Source: an optimization exercise on an open RTL-to-GDS flow (aim: small area). Production flows keep margins and buffers that such runs may drop.
In this exercise RTL edits were held to simulation tests only and were not proved equivalent to the original.
The flow treats the clock pin as an ideal source. Dropping or thinning the clock tree relies on that and would not hold on a real chip.
No activity file was given, so power comes from the tool's default toggle rates.

==> delta <==
==> flow/design.v <==
`timescale 1ns / 1ps
module piano_master #(parameter CLKS_PER_BIT = 16)
    (
        input  i_Clock,
        input  i_Reset,
        input  i_RX_Serial,
        output o_TX_Serial
    );
    reg  [7:0] rq;
    reg        rm;                   
    wire r_startchk = ~|{rq[7:4], rq[2:0]};             
    wire r_done     = rq[7] & rq[4] & rq[3] & rq[0];     
    wire r_samp     = (rq[3:0] == 4'b1000) & (rq[7] ? ~rq[4] : |rq[6:4]);
    reg  [4:0]  P;                   
    reg         z;                   
    reg         a;                   
    reg  [11:0] L;                   
    wire [7:0]  expsel = {~z, 1'b0, P, 1'b0};           
    wire        expbit = ~rq[7] & expsel[rq[6:4]];
    wire [4:0]  note = a ? {~(P[4] ^ P[2]), P[4:1]} : 5'b10000;
    always @(posedge i_Clock) begin
        if (i_Reset | (i_RX_Serial & r_startchk) | r_done)
            rq <= 8'd0;
        else
            rq <= rq + 8'd1;
        rm <= (rq != 8'd0) & (rm | (r_samp & (i_RX_Serial ^ expbit)));
    end
    reg  [7:0] tc;
    reg  [4:0] tj;
    wire t_wait = tc[7] & ~tc[6] & tc[4] & ~tc[0];
    wire t_recv = tc[7] & ~tc[6] & tc[4] &  tc[0];
    wire t_end  = ~tj[4] & ~tj[3] & tj[1] & ~tj[0];      
    wire [12:0] tinc = {tj, tc} + 13'd1;
    reg [7:0] rom;
    always @* begin
        case (tj)
            5'd0: rom = 8'h0d;
            5'd1: rom = 8'h0a;
            5'd3: rom = {3'b010, P};   
            5'd4: rom = 8'h0d;
            5'd5: rom = 8'h0a;
            5'd13: rom = 8'h50;
            5'd14: rom = 8'h79;
            5'd15: rom = 8'h35;
            5'd16: rom = 8'h65;
            5'd17: rom = 8'h72;
            5'd18: rom = 8'h31;
            5'd19: rom = 8'h61;
            5'd20: rom = 8'h6c;
            5'd21: rom = 8'h5f;
            5'd22: rom = 8'h69;
            5'd23: rom = 8'h73;
            5'd24: rom = 8'h5f;
            5'd25: rom = 8'h61;
            5'd26: rom = 8'h77;
            5'd27: rom = 8'h39;
            5'd28: rom = 8'h73;
            5'd29: rom = 8'h30;
            5'd30: rom = 8'h4d;
            5'd31: rom = 8'h65;
            default: rom = 8'h00;
        endcase
    end
    assign o_TX_Serial = tc[7] ? ~(tc[6] & tc[5] & tc[4]) : rom[tc[6:4]];
    wire correct = ~rm;
    wire term    = correct & (L == 12'd0) & a & (|P[3:0]);
    wire Lfb     = ~(L[11] ^ L[5] ^ L[3] ^ L[0]);
    always @(posedge i_Clock) begin
        if (i_Reset) begin
            tc <= 8'd237;
            tj <= 5'd5;
            z  <= 1'b1;
            a  <= 1'b0;
            L  <= 12'd0;
            P  <= 5'd0;
        end else begin
            if (t_recv | (t_wait & ~t_end))
                tc <= 8'd237;
            else if (t_wait & ~r_done)
                tc <= 8'd144;
            else
                {tj, tc} <= tinc;
            if (t_recv) begin
                tj <= term ? 5'd12 : 5'd2;
                z  <= 1'b0;
                a  <= correct & ~term;
                L  <= (correct & ~term) ? {L[10:0], Lfb} : 12'd0;
                if (~term)
                    P <= z ? 5'd0 : note;
            end
        end
    end
endmodule
==> flow/flow/run.sh <==
#!/bin/bash
# Layout flow: the standard flow, with three changes.
#  1. After the standard synthesis, the combinational logic is re-mapped with a stronger ABC
#     script (flow/resyn.tcl); every register keeps its instance, name and cell.
#  2. Ports are buffered with buf_1 instead of the default buffer.
#  3. CTS is replaced by a few clock buffers driven by the clock port, each driving one cluster
#     of register clock pins (flow/cts_hook.tcl).
# Each tool's output goes to a log file of its own in this folder.
set -euo pipefail
F=$(pwd)
R=$F/orfs/results/$FLOW_PLATFORM/piano_master/base
LIB=$FLOW_HOME/platforms/$FLOW_PLATFORM/lib/sky130_fd_sc_hd__tt_025C_1v80.lib
CLKBUF_CELL=${CLKBUF_CELL:-sky130_fd_sc_hd__clkbuf_8}
CLKBUF_COUNT=${CLKBUF_COUNT:-3}
[ -f flow/clk.cfg ] && source flow/clk.cfg

bash standard.sh synth > log_1_synth.log 2>&1
cp $R/1_2_yosys.v $F/std_1_2_yosys.v
RESYN_LIB=$LIB RESYN_IN=$F/std_1_2_yosys.v RESYN_TOP=$FLOW_TOP \
  RESYN_SCRIPT=$F/flow/deep.script RESYN_DONTUSE="-dont_use sky130_fd_sc_hd__lpflow_*" \
  RESYN_OUT=$F/resyn_1_2_yosys.v yosys -c $F/flow/resyn.tcl > log_1_resyn.log 2>&1
cp $F/resyn_1_2_yosys.v $R/1_2_yosys.v
rm -f $R/1_synth.odb
bash standard.sh BUFFER_PORTS_ARGS="-buffer_cell sky130_fd_sc_hd__buf_1" \
  PRE_CTS_TCL=$F/flow/cts_hook.tcl CLKBUF_CELL=$CLKBUF_CELL CLKBUF_COUNT=$CLKBUF_COUNT \
  finish > log_2_layout.log 2>&1
==> flow/flow/clk.cfg <==
CLKBUF_CELL=sky130_fd_sc_hd__clkbuf_8; CLKBUF_COUNT=3
==> flow/flow/cts_hook.tcl <==
# Replace the H-tree by a few clock buffers, each driving one cluster of register clock pins
# directly from the clock port (every register sees exactly one buffer).
set cts_buf_cell [expr {[info exists ::env(CLKBUF_CELL)] ? $::env(CLKBUF_CELL) : "sky130_fd_sc_hd__clkbuf_4"}]
set nclu [expr {[info exists ::env(CLKBUF_COUNT)] ? $::env(CLKBUF_COUNT) : 3}]
set block [ord::get_db_block]
set clk_port_net [$block findNet i_Clock]
set master [[ord::get_db] findMaster $cts_buf_cell]
set sinks {}
foreach it [$clk_port_net getITerms] {
  set b [[$it getInst] getBBox]
  lappend sinks [list $it [expr {([$b xMin] + [$b xMax]) / 2.0}] [expr {([$b yMin] + [$b yMax]) / 2.0}]]
}
set sinks [lsort -real -index 1 $sinks]
set n [llength $sinks]
# k-means, seeded by splitting the x-sorted sinks into equal groups
set cent {}
for {set k 0} {$k < $nclu} {incr k} {
  set s [lindex $sinks [expr {int(($k + 0.5) * $n / $nclu)}]]
  lappend cent [list [lindex $s 1] [lindex $s 2]]
}
for {set iter 0} {$iter < 50} {incr iter} {
  set asg {}
  foreach s $sinks {
    set best 0; set bd 1e30
    for {set k 0} {$k < $nclu} {incr k} {
      set c [lindex $cent $k]
      set d [expr {abs([lindex $s 1] - [lindex $c 0]) + abs([lindex $s 2] - [lindex $c 1])}]
      if {$d < $bd} { set bd $d; set best $k }
    }
    lappend asg $best
  }
  set newc {}
  for {set k 0} {$k < $nclu} {incr k} {
    set sx 0; set sy 0; set m 0
    foreach s $sinks a $asg { if {$a == $k} { set sx [expr {$sx + [lindex $s 1]}]; set sy [expr {$sy + [lindex $s 2]}]; incr m } }
    if {$m > 0} { lappend newc [list [expr {$sx / $m}] [expr {$sy / $m}]] } else { lappend newc [lindex $cent $k] }
  }
  set cent $newc
}
for {set k 0} {$k < $nclu} {incr k} {
  set cbuf [odb::dbInst_create $block $master clkbuf_leaf_$k]
  set cnet [odb::dbNet_create $block clknet_leaf_$k]
  $cnet setSigType CLOCK
  set m 0
  foreach s $sinks a $asg {
    if {$a == $k} { set it [lindex $s 0]; $it disconnect; $it connect $cnet; incr m }
  }
  [$cbuf findITerm A] connect $clk_port_net
  [$cbuf findITerm X] connect $cnet
  set c [lindex $cent $k]
  $cbuf setLocation [expr {int([lindex $c 0])}] [expr {int([lindex $c 1])}]
  $cbuf setPlacementStatus PLACED
  puts "clock buffer $k: $cts_buf_cell drives $m clock pins"
}
proc clock_tree_synthesis { args } { puts "clock_tree_synthesis replaced by the clock buffers above: $args" }
set_propagated_clock [all_clocks]
==> flow/flow/deep.script <==
&get -n
&st
&deepsyn -T 30
&put
dch -f
amap
topo
==> flow/flow/resyn.tcl <==
# Re-map the combinational logic of the standard synthesis netlist with a stronger ABC script.
# Registers (and every other sequential cell) stay as they are: same instances, names and cells.
yosys -import
set lib $::env(RESYN_LIB)
read_liberty -ignore_miss_func $lib
foreach m [yosys tee -q -s result.string select -list-mod =A:*] { }
set seq {}
foreach m [split [tee -q -s result.string select -list-mod =*] "\n"] {
  set m [string trim $m]
  if {[regexp {^sky130_fd_sc_hd__(df|edf|sdf|sedf|dl|sdl|lpflow_inputiso|lpflow_isobuf|conb)} $m]} { lappend seq $m }
}
foreach m $seq { blackbox $m }
read_verilog $::env(RESYN_IN)
hierarchy -top $::env(RESYN_TOP)
flatten
yosys rename -hide w:*.*
opt_clean -purge
opt -fast
tee -o $::env(RESYN_OUT).before.stat stat -liberty $lib
abc -script $::env(RESYN_SCRIPT) -liberty $lib {*}$::env(RESYN_DONTUSE)
opt_clean -purge
hilomap -singleton -hicell sky130_fd_sc_hd__conb_1 HI -locell sky130_fd_sc_hd__conb_1 LO
insbuf -buf sky130_fd_sc_hd__buf_4 A X
splitnets
opt_clean -purge
tee -o $::env(RESYN_OUT).after.stat stat -liberty $lib
select $::env(RESYN_TOP)
write_verilog -noattr -noexpr -nohex -nodec -selected $::env(RESYN_OUT)
==> flow/standard.sh <==
#!/bin/bash
# synth_recipe.tcl (not shown) runs the flow's synth.tcl, then flattens the netlist and writes it again
# the make line also repeats each setting of config.mk as NAME=value (left out here)
make -C /OpenROAD-flow-scripts/flow DESIGN_CONFIG=/design/flow/config.mk WORK_HOME=/design/flow/orfs CLKGATE_MAP_FILE= SYNTH_SCRIPT=/design/flow/synth_recipe.tcl "${@:-finish}"
==> flow/config.mk <==
export PLATFORM = sky130hd
export DESIGN_NAME = piano_master
export DESIGN_NICKNAME = piano_master
export VERILOG_FILES = /design/flow/design.v
export SDC_FILE = /design/flow/constraint.sdc
export NUM_CORES = 4
export LEC_CHECK = 0
export CAP_MARGIN = 20
export CORE_MARGIN = 2
export CORE_UTILIZATION = 40
export PLACE_DENSITY = 0.6
export SLEW_MARGIN = 20
==> flow/constraint.sdc <==
create_clock -name core_clock -period 10.0 [get_ports {i_Clock}]
set_input_delay 2.0000 -clock core_clock [delete_from_list [all_inputs] [get_ports {i_Clock}]]
set_output_delay 2.0000 -clock core_clock [all_outputs]
set_load 0.01 [all_outputs]
==> inputs of onyx, as changes to delta <==
--- a/flow/design.v
+++ b/flow/design.v
@@ -7,28 +7,41 @@
         output o_TX_Serial
     );
-    reg  [7:0] rq;
+    localparam [7:0]  MQ = 8'hff;
+    localparam [7:0]  MC = 8'hff;
+    localparam [4:0]  MJ = 5'h1f;
+    localparam [4:0]  MP = 5'h1f;
+    localparam [0:0]  MA = 1'h0;
+    localparam [0:0]  MZ = 1'h0;
+    localparam [11:0] ML = 12'hfff;
+    reg  [7:0] rq_s;
+    wire [7:0] rq = rq_s ^ MQ;
     reg        rm;                   
     wire r_startchk = ~|{rq[7:4], rq[2:0]};             
     wire r_done     = rq[7] & rq[4] & rq[3] & rq[0];     
     wire r_samp     = (rq[3:0] == 4'b1000) & (rq[7] ? ~rq[4] : |rq[6:4]);
-    reg  [4:0]  P;                   
-    reg         z;                   
-    reg         a;                   
-    reg  [11:0] L;                   
-    wire [7:0]  expsel = {~z, 1'b0, P, 1'b0};           
+    reg  [4:0]  P_s;                 
+    reg         a_s;                 
+    reg  [11:0] L_s;                 
+    wire [4:0]  P = P_s ^ MP;
+    wire        z = (P == 5'd1);     
+    wire        a = a_s ^ MA;
+    wire [11:0] L = L_s ^ ML;
+    wire [7:0]  expsel = {~z, 1'b0, P[4:1], P[0] & ~z, 1'b0};   
     wire        expbit = ~rq[7] & expsel[rq[6:4]];
     wire [4:0]  note = a ? {~(P[4] ^ P[2]), P[4:1]} : 5'b10000;
     always @(posedge i_Clock) begin
         if (i_Reset | (i_RX_Serial & r_startchk) | r_done)
-            rq <= 8'd0;
+            rq_s <= 8'd0 ^ MQ;
         else
-            rq <= rq + 8'd1;
+            rq_s <= (rq + 8'd1) ^ MQ;
         rm <= (rq != 8'd0) & (rm | (r_samp & (i_RX_Serial ^ expbit)));
     end
-    reg  [7:0] tc;
-    reg  [4:0] tj;
+    reg  [7:0] tc_s;
+    reg  [4:0] tj_s;
+    wire [7:0] tc = tc_s ^ MC;
+    wire [4:0] tj = tj_s ^ MJ;
     wire t_wait = tc[7] & ~tc[6] & tc[4] & ~tc[0];
     wire t_recv = tc[7] & ~tc[6] & tc[4] &  tc[0];
-    wire t_end  = ~tj[4] & ~tj[3] & tj[1] & ~tj[0];      
+    wire t_end  = (tj == 5'd2) | (tj == 5'd6);    
     wire [12:0] tinc = {tj, tc} + 13'd1;
     reg [7:0] rom;
@@ -40,4 +53,10 @@
             5'd4: rom = 8'h0d;
             5'd5: rom = 8'h0a;
+            5'd7: rom = 8'h73;
+            5'd8: rom = 8'h5f;
+            5'd9: rom = 8'h61;
+            5'd10: rom = 8'h77;
+            5'd11: rom = 8'h39;
+            5'd12: rom = 8'h73;
             5'd13: rom = 8'h50;
             5'd14: rom = 8'h79;
@@ -68,24 +87,22 @@
     always @(posedge i_Clock) begin
         if (i_Reset) begin
-            tc <= 8'd237;
-            tj <= 5'd5;
-            z  <= 1'b1;
-            a  <= 1'b0;
-            L  <= 12'd0;
-            P  <= 5'd0;
+            tc_s <= 8'd237 ^ MC;
+            tj_s <= 5'd5 ^ MJ;
+            a_s  <= 1'b0 ^ MA;
+            L_s  <= 12'd0 ^ ML;
+            P_s  <= 5'd1 ^ MP;
         end else begin
             if (t_recv | (t_wait & ~t_end))
-                tc <= 8'd237;
+                tc_s <= 8'd237 ^ MC;
             else if (t_wait & ~r_done)
-                tc <= 8'd144;
+                tc_s <= 8'd144 ^ MC;
             else
-                {tj, tc} <= tinc;
+                {tj_s, tc_s} <= tinc ^ {MJ, MC};
             if (t_recv) begin
-                tj <= term ? 5'd12 : 5'd2;
-                z  <= 1'b0;
-                a  <= correct & ~term;
-                L  <= (correct & ~term) ? {L[10:0], Lfb} : 12'd0;
+                tj_s <= (term ? 5'd12 : 5'd2) ^ MJ;
+                a_s  <= (correct & ~term) ^ MA;
+                L_s  <= ((correct & ~term) ? {L[10:0], Lfb} : 12'd0) ^ ML;
                 if (~term)
-                    P <= z ? 5'd0 : note;
+                    P_s <= (z ? 5'd0 : note) ^ MP;
             end
         end
==> flow/flow/run.sh (replaced) <==
#!/bin/bash
# Layout flow: the standard flow, with three changes.
#  1. After the standard synthesis, the combinational logic is re-mapped with a stronger ABC
#     script (flow/resyn.tcl, flow/deep.script): the smallest of several deepsyn seeds is kept,
#     then the result is re-mapped again the same way for a few more rounds while it shrinks;
#     every register keeps its instance, name and cell.
#  2. Ports are buffered with buf_1 instead of the default buffer.
#  3. CTS is replaced by a few clock buffers driven by the clock port, each driving one cluster
#     of register clock pins (flow/cts_hook.tcl).
# Each tool's output goes to a log file of its own in this folder.
set -euo pipefail
F=$(pwd)
R=$F/orfs/results/$FLOW_PLATFORM/piano_master/base
LIB=$FLOW_HOME/platforms/$FLOW_PLATFORM/lib/sky130_fd_sc_hd__tt_025C_1v80.lib
CLKBUF_CELL=sky130_fd_sc_hd__clkbuf_8
CLKBUF_COUNT=3
RESYN_SEEDS=32
RESYN_MORE_SEEDS=16
RESYN_ROUNDS=4
[ -f flow/clk.cfg ] && source flow/clk.cfg

bash standard.sh synth > log_1_synth.log 2>&1
cp $R/1_2_yosys.v $F/std_1_2_yosys.v
mkdir -p $F/resyn_r1
(cd $F/resyn_r1 && bash $F/flow/resyn_best.sh $F/std_1_2_yosys.v $F/resyn_r1/best.v $LIB $FLOW_TOP $RESYN_SEEDS 4) > log_1_resyn_r1.log 2>&1
cur=$F/resyn_r1/best.v
curA=$(grep "^best" log_1_resyn_r1.log | awk '{print $NF}')
for r in $(seq 2 $RESYN_ROUNDS); do
  mkdir -p $F/resyn_r$r
  (cd $F/resyn_r$r && bash $F/flow/resyn_best.sh $cur $F/resyn_r$r/best.v $LIB $FLOW_TOP $RESYN_MORE_SEEDS 4) > log_1_resyn_r$r.log 2>&1
  A=$(grep "^best" log_1_resyn_r$r.log | awk '{print $NF}')
  if python3 -c "import sys; sys.exit(0 if $A < $curA else 1)"; then cur=$F/resyn_r$r/best.v; curA=$A; else break; fi
done
echo "kept $cur area $curA" > log_1_resyn.log
cp $cur $F/resyn_1_2_yosys.v
cp $F/resyn_1_2_yosys.v $R/1_2_yosys.v
rm -f $R/1_synth.odb
bash standard.sh BUFFER_PORTS_ARGS="-buffer_cell sky130_fd_sc_hd__buf_1" \
  PRE_CTS_TCL=$F/flow/cts_hook.tcl CLKBUF_CELL=$CLKBUF_CELL CLKBUF_COUNT=$CLKBUF_COUNT \
  finish > log_2_layout.log 2>&1
==> flow/flow/clk.cfg (replaced) <==
CLKBUF_CELL=sky130_fd_sc_hd__buf_4; CLKBUF_COUNT=4
==> flow/flow/deep.script (replaced) <==
&get -n
&st
&deepsyn -J 200 -T 300
&put
dch -f
amap
topo
--- a/flow/flow/resyn.tcl
+++ b/flow/flow/resyn.tcl
@@ -4,5 +4,4 @@
 set lib $::env(RESYN_LIB)
 read_liberty -ignore_miss_func $lib
-foreach m [yosys tee -q -s result.string select -list-mod =A:*] { }
 set seq {}
 foreach m [split [tee -q -s result.string select -list-mod =*] "\n"] {
==> flow/flow/resyn_best.sh (new file) <==
#!/bin/bash
# usage: resyn_best.sh IN.v OUT.v LIB TOP NSEEDS PAR [FIRST_SEED]
# Runs flow/resyn.tcl with the ABC script flow/deep.script under several deepsyn seeds and
# keeps the smallest result. Each run's yosys output goes to log_1_resyn_S.log.
set -euo pipefail
IN=$1; OUT=$2; LIB=$3; TOP=$4; N=${5:-8}; PAR=${6:-4}; S0=${7:-0}
D=$(dirname $(readlink -f $0))
mkdir -p resyn
for S in $(seq $S0 $((S0+N-1))); do
  sed "s/&deepsyn /\&deepsyn -S $S /" $D/deep.script > resyn/deep_$S.script
  ( RESYN_LIB=$LIB RESYN_IN=$IN RESYN_TOP=$TOP RESYN_SCRIPT=$PWD/resyn/deep_$S.script \
      RESYN_DONTUSE="-dont_use sky130_fd_sc_hd__lpflow_*" RESYN_OUT=$PWD/resyn/out_$S.v \
      yosys -c $D/resyn.tcl > log_1_resyn_$S.log 2>&1 || true ) &
  if (( (S - S0 + 1) % PAR == 0 )); then wait; fi
done
wait
best=""; bestA=1e99
for S in $(seq $S0 $((S0+N-1))); do
  f=resyn/out_$S.v.after.stat
  [ -f $f ] || continue
  A=$(grep "Chip area" $f | awk '{print $NF}')
  echo "seed $S area $A"
  if python3 -c "import sys; sys.exit(0 if $A < $bestA else 1)"; then best=$S; bestA=$A; fi
done
echo "best seed $best area $bestA"
cp resyn/out_$best.v $OUT
Settings changed: CAP_MARGIN 20 to 0, CORE_UTILIZATION 40 to 50, PLACE_DENSITY 0.6 to 0.9, SLEW_MARGIN 20 to 0.
==> comparison <==
Critical path depth: delta is higher than onyx (4). Against onyx, the clock skew of delta is lower by 0.022 ns. In delta the power is higher than in onyx, by 5.7%. Against onyx, the synthesized cell count of delta is higher by about 13%. Of delta and onyx, delta has the higher via count (gap about 5.3%, measured against onyx). In combinational power, delta and onyx hardly differ. Against delta, the fmax of onyx is higher by 14%. Between onyx and delta, the lower register-to-register slack is in delta (gap 0.49 ns). Of delta and onyx, onyx has the higher core utilization (gap 10 points). Of delta and onyx, delta has the higher wire length (gap about 13%, measured against onyx).
In every run of this note, the design's own scripts or RTL, not TritonCTS, make the clock network.

## static timing again, ports no longer ideal
No port has a modelled driver above. Below, the same layouts with a new extraction and two added sets of constraints. Step 1, drivers: a clkbuf_16 drives i_Clock and a buf_2 each remaining input, both assumed. Step 2 also shifts input and output timing later by t, the mid clock arrival at the registers, as if the neighbouring blocks saw the same clock. Three values: ideal ports, drivers, drivers and shift; two values: the first two.
| run | shift t [ns] | slack for setup (ns) | worst hold slack (ns) |
|---|---|---|---|
| delta | 0.186 | 5.523 / 5.481 / 5.667 | 0.455 / 0.455 / 0.455 |
| onyx | 0.169 | 6.058 / 6.016 / 6.185 | 0.449 / 0.449 / 0.449 |
After both steps setup and hold are still met in every run listed.
